This is an optimization exercise on Yosys and OpenROAD, whose aim is small area, not a production implementation.
The RTL was checked by simulation tests, not by an equivalence proof against the original design.
No activity file was given, so power comes from the tool's default toggle rates.

[run.sh]
#!/bin/bash
# synth_recipe.tcl (not shown) runs the flow's synth.tcl, then flattens the netlist and writes it again
# the make line also repeats each setting of config.mk as NAME=value (left out here)
make -C /OpenROAD-flow-scripts/flow DESIGN_CONFIG=/design/flow/config.mk WORK_HOME=/design/flow/orfs CLKGATE_MAP_FILE= SYNTH_SCRIPT=/design/flow/synth_recipe.tcl finish
[config.mk]
export PLATFORM = sky130hd
export DESIGN_NAME = SisArrayMM
export DESIGN_NICKNAME = SisArrayMM
export VERILOG_FILES = /design/flow/design.v
export SDC_FILE = /design/flow/constraint.sdc
export NUM_CORES = 4
export LEC_CHECK = 0
export CAP_MARGIN = 20
export CORE_MARGIN = 2
export CORE_UTILIZATION = 40
export SLEW_MARGIN = 20
[constraint.sdc]
create_clock -name core_clock -period 8.0 [get_ports {clk}]
set_input_delay 1.6000 -clock core_clock [delete_from_list [all_inputs] [get_ports {clk}]]
set_output_delay 1.6000 -clock core_clock [all_outputs]
set_load 0.01 [all_outputs]
[design.v]
module pe #(
    parameter data_size = 16
    ) (
    input wire clk,
    input wire reset,
    input wire [data_size - 1 : 0] in_a,
    input wire [data_size - 1 : 0] in_b,
    input wire [data_size - 1 : 0] in_c,
    output reg [data_size - 1 : 0] out_a,
    output reg [data_size - 1 : 0] out_b,
    output reg [data_size - 1 : 0] out_c
    );
    always @(posedge clk) begin
        if (reset) begin
            out_a <= 0;
            out_b <= 0;
            out_c <= 0;
        end else begin
            out_c <= in_c + (in_a * in_b);
            out_a <= in_a;
            out_b <= in_b;
        end
    end
endmodule
module SisArrayMM #(
    parameter data_size = 16,
    parameter grid_size = 3
    ) (
    input  wire clk,
    input  wire reset,
    input  wire [data_size - 1 : 0] a1,
    input  wire [data_size - 1 : 0] a2,
    input  wire [data_size - 1 : 0] a3,
    input  wire [data_size - 1 : 0] b1,
    input  wire [data_size - 1 : 0] b2,
    input  wire [data_size - 1 : 0] b3,
    output wire [data_size - 1 : 0] c13,
    output wire [data_size - 1 : 0] c23,
    output wire [data_size - 1 : 0] c31,
    output wire [data_size - 1 : 0] c32,
    output wire [data_size - 1 : 0] c33
    );
    wire [data_size - 1 : 0] a_in [grid_size : 0] [grid_size : 0];
    wire [data_size - 1 : 0] b_in [grid_size : 0] [grid_size : 0];
    wire [data_size - 1 : 0] c_in [grid_size : 0] [grid_size : 0];
    wire [data_size - 1 : 0] a_out [grid_size : 0] [grid_size : 0];
    wire [data_size - 1 : 0] b_out [grid_size : 0] [grid_size : 0];
    wire [data_size - 1 : 0] c_out [grid_size : 0] [grid_size : 0];
    assign a_in [1][1] = a_out [1 - 1][1 - 0]  ;
    assign b_in [1][1] = b_out [1 - 0][1 - 1]  ;
    assign c_in [1][1] = c_out [1 - 1][1 - 1]  ;
    assign a_in [1][2] = a_out [1 - 1][2 - 0]  ;
    assign b_in [1][2] = b_out [1 - 0][2 - 1];
    assign c_in [1][2] = c_out [1 - 1][2 - 1]  ;
    assign a_in [1][3] = a_out [1 - 1][3 - 0]  ;
    assign b_in [1][3] = b_out [1 - 0][3 - 1];
    assign c_in [1][3] = c_out [1 - 1][3 - 1]  ;
    assign a_in [2][1] = a_out [2 - 1][1 - 0];
    assign b_in [2][1] = b_out [2 - 0][1 - 1]  ;
    assign c_in [2][1] = c_out [2 - 1][1 - 1]  ;
    assign a_in [2][2] = a_out [2 - 1][2 - 0];
    assign b_in [2][2] = b_out [2 - 0][2 - 1];
    assign c_in [2][2] = c_out [2 - 1][2 - 1];
    assign a_in [2][3] = a_out [2 - 1][3 - 0];
    assign b_in [2][3] = b_out [2 - 0][3 - 1];
    assign c_in [2][3] = c_out [2 - 1][3 - 1];
    assign a_in [3][1] = a_out [3 - 1][1 - 0];
    assign b_in [3][1] = b_out [3 - 0][1 - 1]  ;
    assign c_in [3][1] = c_out [3 - 1][1 - 1]  ;
    assign a_in [3][2] = a_out [3 - 1][2 - 0];
    assign b_in [3][2] = b_out [3 - 0][2 - 1];
    assign c_in [3][2] = c_out [3 - 1][2 - 1];
    assign a_in [3][3] = a_out [3 - 1][3 - 0];
    assign b_in [3][3] = b_out [3 - 0][3 - 1];
    assign c_in [3][3] = c_out [3 - 1][3 - 1];
    assign a_out [1 - 1][1 - 0] = a1;
    assign a_out [1 - 1][2 - 0] = a2;
    assign a_out [1 - 1][3 - 0] = a3;
    assign b_out [1 - 0][1 - 1] = b1;
    assign b_out [2 - 0][1 - 1] = b2;
    assign b_out [3 - 0][1 - 1] = b3;
    assign c_out [1 - 1][1 - 1] = 0;
    assign c_out [1 - 1][2 - 1] = 0;
    assign c_out [1 - 1][3 - 1] = 0;
    assign c_out [2 - 1][1 - 1] = 0;
    assign c_out [3 - 1][1 - 1] = 0;
    assign c13 = c_out [1][3];
    assign c23 = c_out [2][3];
    assign c31 = c_out [3][1];
    assign c32 = c_out [3][2];
    assign c33 = c_out [3][3];
    pe pe11 (   .clk(clk),
                .reset(reset),
                .in_a(a_in [1][1]),
                .in_b(b_in [1][1]),
                .in_c(c_in [1][1]),
                .out_a(a_out [1][1]),
                .out_b(b_out [1][1]),
                .out_c(c_out [1][1])
            );
    pe pe12 (   .clk(clk),
                .reset(reset),
                .in_a(a_in [1][2]),
                .in_b(b_in [1][2]),
                .in_c(c_in [1][2]),
                .out_a(a_out [1][2]),
                .out_b(b_out [1][2]),
                .out_c(c_out [1][2])
            );
    pe pe13 (   .clk(clk),
                .reset(reset),
                .in_a(a_in [1][3]),
                .in_b(b_in [1][3]),
                .in_c(c_in [1][3]),
                .out_a(a_out [1][3]),
                .out_b(b_out [1][3]),
                .out_c(c_out [1][3])
            );
    pe pe21 (   .clk(clk),
                .reset(reset),
                .in_a(a_in [2][1]),
                .in_b(b_in [2][1]),
                .in_c(c_in [2][1]),
                .out_a(a_out [2][1]),
                .out_b(b_out [2][1]),
                .out_c(c_out [2][1])
            );
    pe pe22 (   .clk(clk),
                .reset(reset),
                .in_a(a_in [2][2]),
                .in_b(b_in [2][2]),
                .in_c(c_in [2][2]),
                .out_a(a_out [2][2]),
                .out_b(b_out [2][2]),
                .out_c(c_out [2][2])
            );
    pe pe23 (   .clk(clk),
                .reset(reset),
                .in_a(a_in [2][3]),
                .in_b(b_in [2][3]),
                .in_c(c_in [2][3]),
                .out_a(a_out [2][3]),
                .out_b(b_out [2][3]),
                .out_c(c_out [2][3])
            );
    pe pe31 (   .clk(clk),
                .reset(reset),
                .in_a(a_in [3][1]),
                .in_b(b_in [3][1]),
                .in_c(c_in [3][1]),
                .out_a(a_out [3][1]),
                .out_b(b_out [3][1]),
                .out_c(c_out [3][1])
            );
    pe pe32 (   .clk(clk),
                .reset(reset),
                .in_a(a_in [3][2]),
                .in_b(b_in [3][2]),
                .in_c(c_in [3][2]),
                .out_a(a_out [3][2]),
                .out_b(b_out [3][2]),
                .out_c(c_out [3][2])
            );
    pe pe33 (   .clk(clk),
                .reset(reset),
                .in_a(a_in [3][3]),
                .in_b(b_in [3][3]),
                .in_c(c_in [3][3]),
                .out_a(a_out [3][3]),
                .out_b(b_out [3][3]),
                .out_c(c_out [3][3])
            );
endmodule
==> summary.txt <==
==> cell type report <==
class / instances / share of cell area
clock buffers: 51 / 0.02324
clock inverters: 27 / 0.006990
inverters: 1171 / 0.08678
multi-input cells: 3458 / 0.6755
flip-flops and latches: 336 / 0.1328
well taps: 1512 / 0.03735
repair buffers: 191 / 0.03740
==> layout by cell type (no fill, tap or decap), types with 5 or more instances in the layout <==
cell type	instances
and2_1	524
xnor2_1	234
dfxtp_1	336
nand2b_1	13
nor4_1	6
nor2b_1	239
clkdlybuf4s50_1	176
bufinv_16	7
a31oi_1	6
a21oi_1	50
fa_1	776
inv_1	1171
clkbuf_16	44
nand4_1	7
xor2_1	94
xnor3_1	9
a211oi_1	17
o22ai_1	5
a21o_1	47
clkbuf_8	5
nor3_1	19
clkinv_2	9
o21ai_0	47
ha_1	453
o21a_1	26
nor2_1	115
a2111oi_2	5
xnor2_2	5
buf_4	13
nand2_1	727
or4_1	5
==> final timing paths <==
| kind | endpoint | slack [ns] | cells past startpoint |
|---|---|---|---|
| hold reg to reg | pe21.out_a[15]$_SDFF_PP0_ | 0.50 | 1 |
| hold / removal | pe21.out_a[15]$_SDFF_PP0_ | 0.50 | 1 |
| setup / recovery | pe31.out_c[14]$_SDFF_PP0_ | 1.29 | 19 |
| setup reg to reg | pe23.out_c[14]$_SDFF_PP0_ | 2.26 | 17 |
==> metal layers <==
layer	up-vias	GRT usage	part of all wire
li1	15090	-	-
met1	15800	0.2749	0.47
met2	679	0.3227	0.46
met3	145	0.02735	0.048
met4	0	0.04685	0.022
met5	-	0	0
==> critical path, stage by stage <==
cell and delay [ns]:
clkdlybuf4s50_1 0.75, and2_1 0.36, fa_1 0.54, inv_1 0.06, fa_1 0.45, fa_1 0.46
fa_1 0.49, inv_1 0.05, fa_1 0.52, inv_1 0.05, fa_1 0.47, inv_1 0.04
ha_1 0.33, nand2_1 0.11, o21ai_0 0.10, or4_1 0.40, o22ai_1 0.18, xor2_1 0.15
nor2_1 0.05
==> logic make-up after synthesis <==
kind of cell | after synthesis | synth area share
AND/OR/NAND/NOR | 1661 | 0.1794
adder cells (fa/ha/maj) | 1229 | 0.4605
XOR/XNOR | 342 | 0.06857
buffers and inverters | 1351 | 0.1108
AO/OA/AOI/OAI | 226 | 0.03460
flip-flops | 336 | 0.1461
==> report_power, final <==
| part | internal (mW) | leakage, nW | switching (mW) |
|---|---|---|---|
| clock network | 1.28 | 0.748 | 0.812 |
| registers | 1.94 | 2.78 | 0.241 |
| logic | 2.49 | 20.7 | 3.03 |
==> metrics by stage <==
step	instances	area (um^2)	utilization	hold WS, ns	total power, mW
after global routing	6746	50650	0.4436	0.5071	10.78
final	6746	50650	0.4436	0.4982	9.810
after CTS	6746	50650	0.4436	0.4985	9.933
after floorplan	5145	46040	-	0.4379	6.207
after global placement	6668	49120	0.4302	0.4879	7.690
after detailed placement	6668	49120	0.4302	0.4893	7.770
==> flow_summary.ini <==
[outcome]
outcome = finished clean

[setup_path]
crit_path_start_kind = primary input
critPathRequiredTime_ns = 8.47
crit_arrival_ns = 7.17
cp-end-kind = flop
reg2reg_from = pe22.out_b[2]$_SDFF_PP0_
crit_start = b3[1]
critPathMaxFanout = 16
worstSetupPathType = primary input to flop

[run]
cap_violations = 0

[synth]
synth_edf_count = 0
synthArstFlopShare = 0
synthCells = 5145
yosysMostFrequentCell = inv_1
synth-seq-cells = 336
synth_commonest_cells = inv_1, fa_1, nand2_1
ys_dominant_reg_cell = dfxtp_1
yosys.area.top_type = fa_1
synth_area_leaders = fa_1, dfxtp_1, ha_1
synth_top_area_frac = 0.3374
yosysWarnings = 2
avgSynthCellArea_um2 = 8.949
ys_seq_area_frac = 0.1461
synth.distinct_cells = 39
synth_nets = 6472
syn_area_um2 = 46040

[hold_path]
hp-class = flop to flop
hold_start = pe11.out_a[15]$_SDFF_PP0_

[layout]
seq_area_um2 = 6726
nets = 6528
nFillCells = 11320
drive_above_1_share = 0.02121
diodes = 0
syn_to_final_growth_pct = 10.02
multi_input_area_um2 = 34210

[placed_design]
dpl.hpwl_um = 88750
gp_congestion = 0.8762
post-place-ws_ns = 0.7006
io_buffers = 177

[routing]
routedWlPerCell_um = 16.58
drt_first_pass_iters = 5
drt-total-wl_um = 111800
antenna_left = 0
drtIter0Drc = 1564
num_vias = 31720
drc = 0
routed_via_density = 4.701

[clock_tree]
clk_pin_slew_worst_paths_ns = 0.06
cts_buffer_depth = 3
root_buffer = clkbuf_16
cts.sinks = 336
h-tree-depth = 2
cts_made_buffers = 43
cts_resized = 0
holdBufCountCts = 0
postCtsSetupBuffers = 0
cts_tree = done
insertion_delay_ns = 0.61

[sta]
setup_tns_ns = 0
rsz0062_at_grt = false
finClkSkew_ns = 0.02168
fin_ws_ns = 1.294
setup_viol = 0
tightest_slew_ns = 0.8727
finalHoldViolations = 0
fin_crit_sh = 0.8382
period_minus_slack_ns = 6.706
slew_headroom = 0.4174
clock.fmax_ghz = 0.1491
maxSlewViolCount = 0

[die]
dieArea_um2 = 117800
die_y_um = 343.3
coreArea_um2 = 114200
start_util = 0.4032
io_pins = 178
die_w_um = 343.3
fp-row-count = 124

[global_route]
gr-usage-all-layers = 0.1967
grt_pass1_vias = 34170
overflow = 0
grt_start_max_net_pins = 155
antenna_found_initial = 0
grt_first_pass_wirelength_um = 183700

[power_and_ir_drop]
p_per_area_nw_per_um2 = 193.7
power_leakage_nw = 24.22
ir_worst_vdd_mv = 0.2236

==> port drivers added, routing unchanged <==
In the flow no input, the clock included, has a driving cell. The finished layout below was timed again as built, in two steps. Step 1 assumes that a clkbuf_16 drives the clock port and a buf_2 every other input. Step 2 times the ports against the registers' clock, not the clock port: input delays grow and output delays shrink by t, the midpoint of the rising clock arrivals with the driver on. a / b / c = no drivers / after step 1 / after step 2; a / b = the first two.
t (ns): 0.665
setup WS [ns]: 1.294 / 1.337 / 0.672
latest minus earliest clock arrival (ns): 0.027 / 0.028
After both steps setup and hold are still met in this run. The setup slack of this run moves by +0.043 ns with the drivers and by -0.622 ns with both steps.
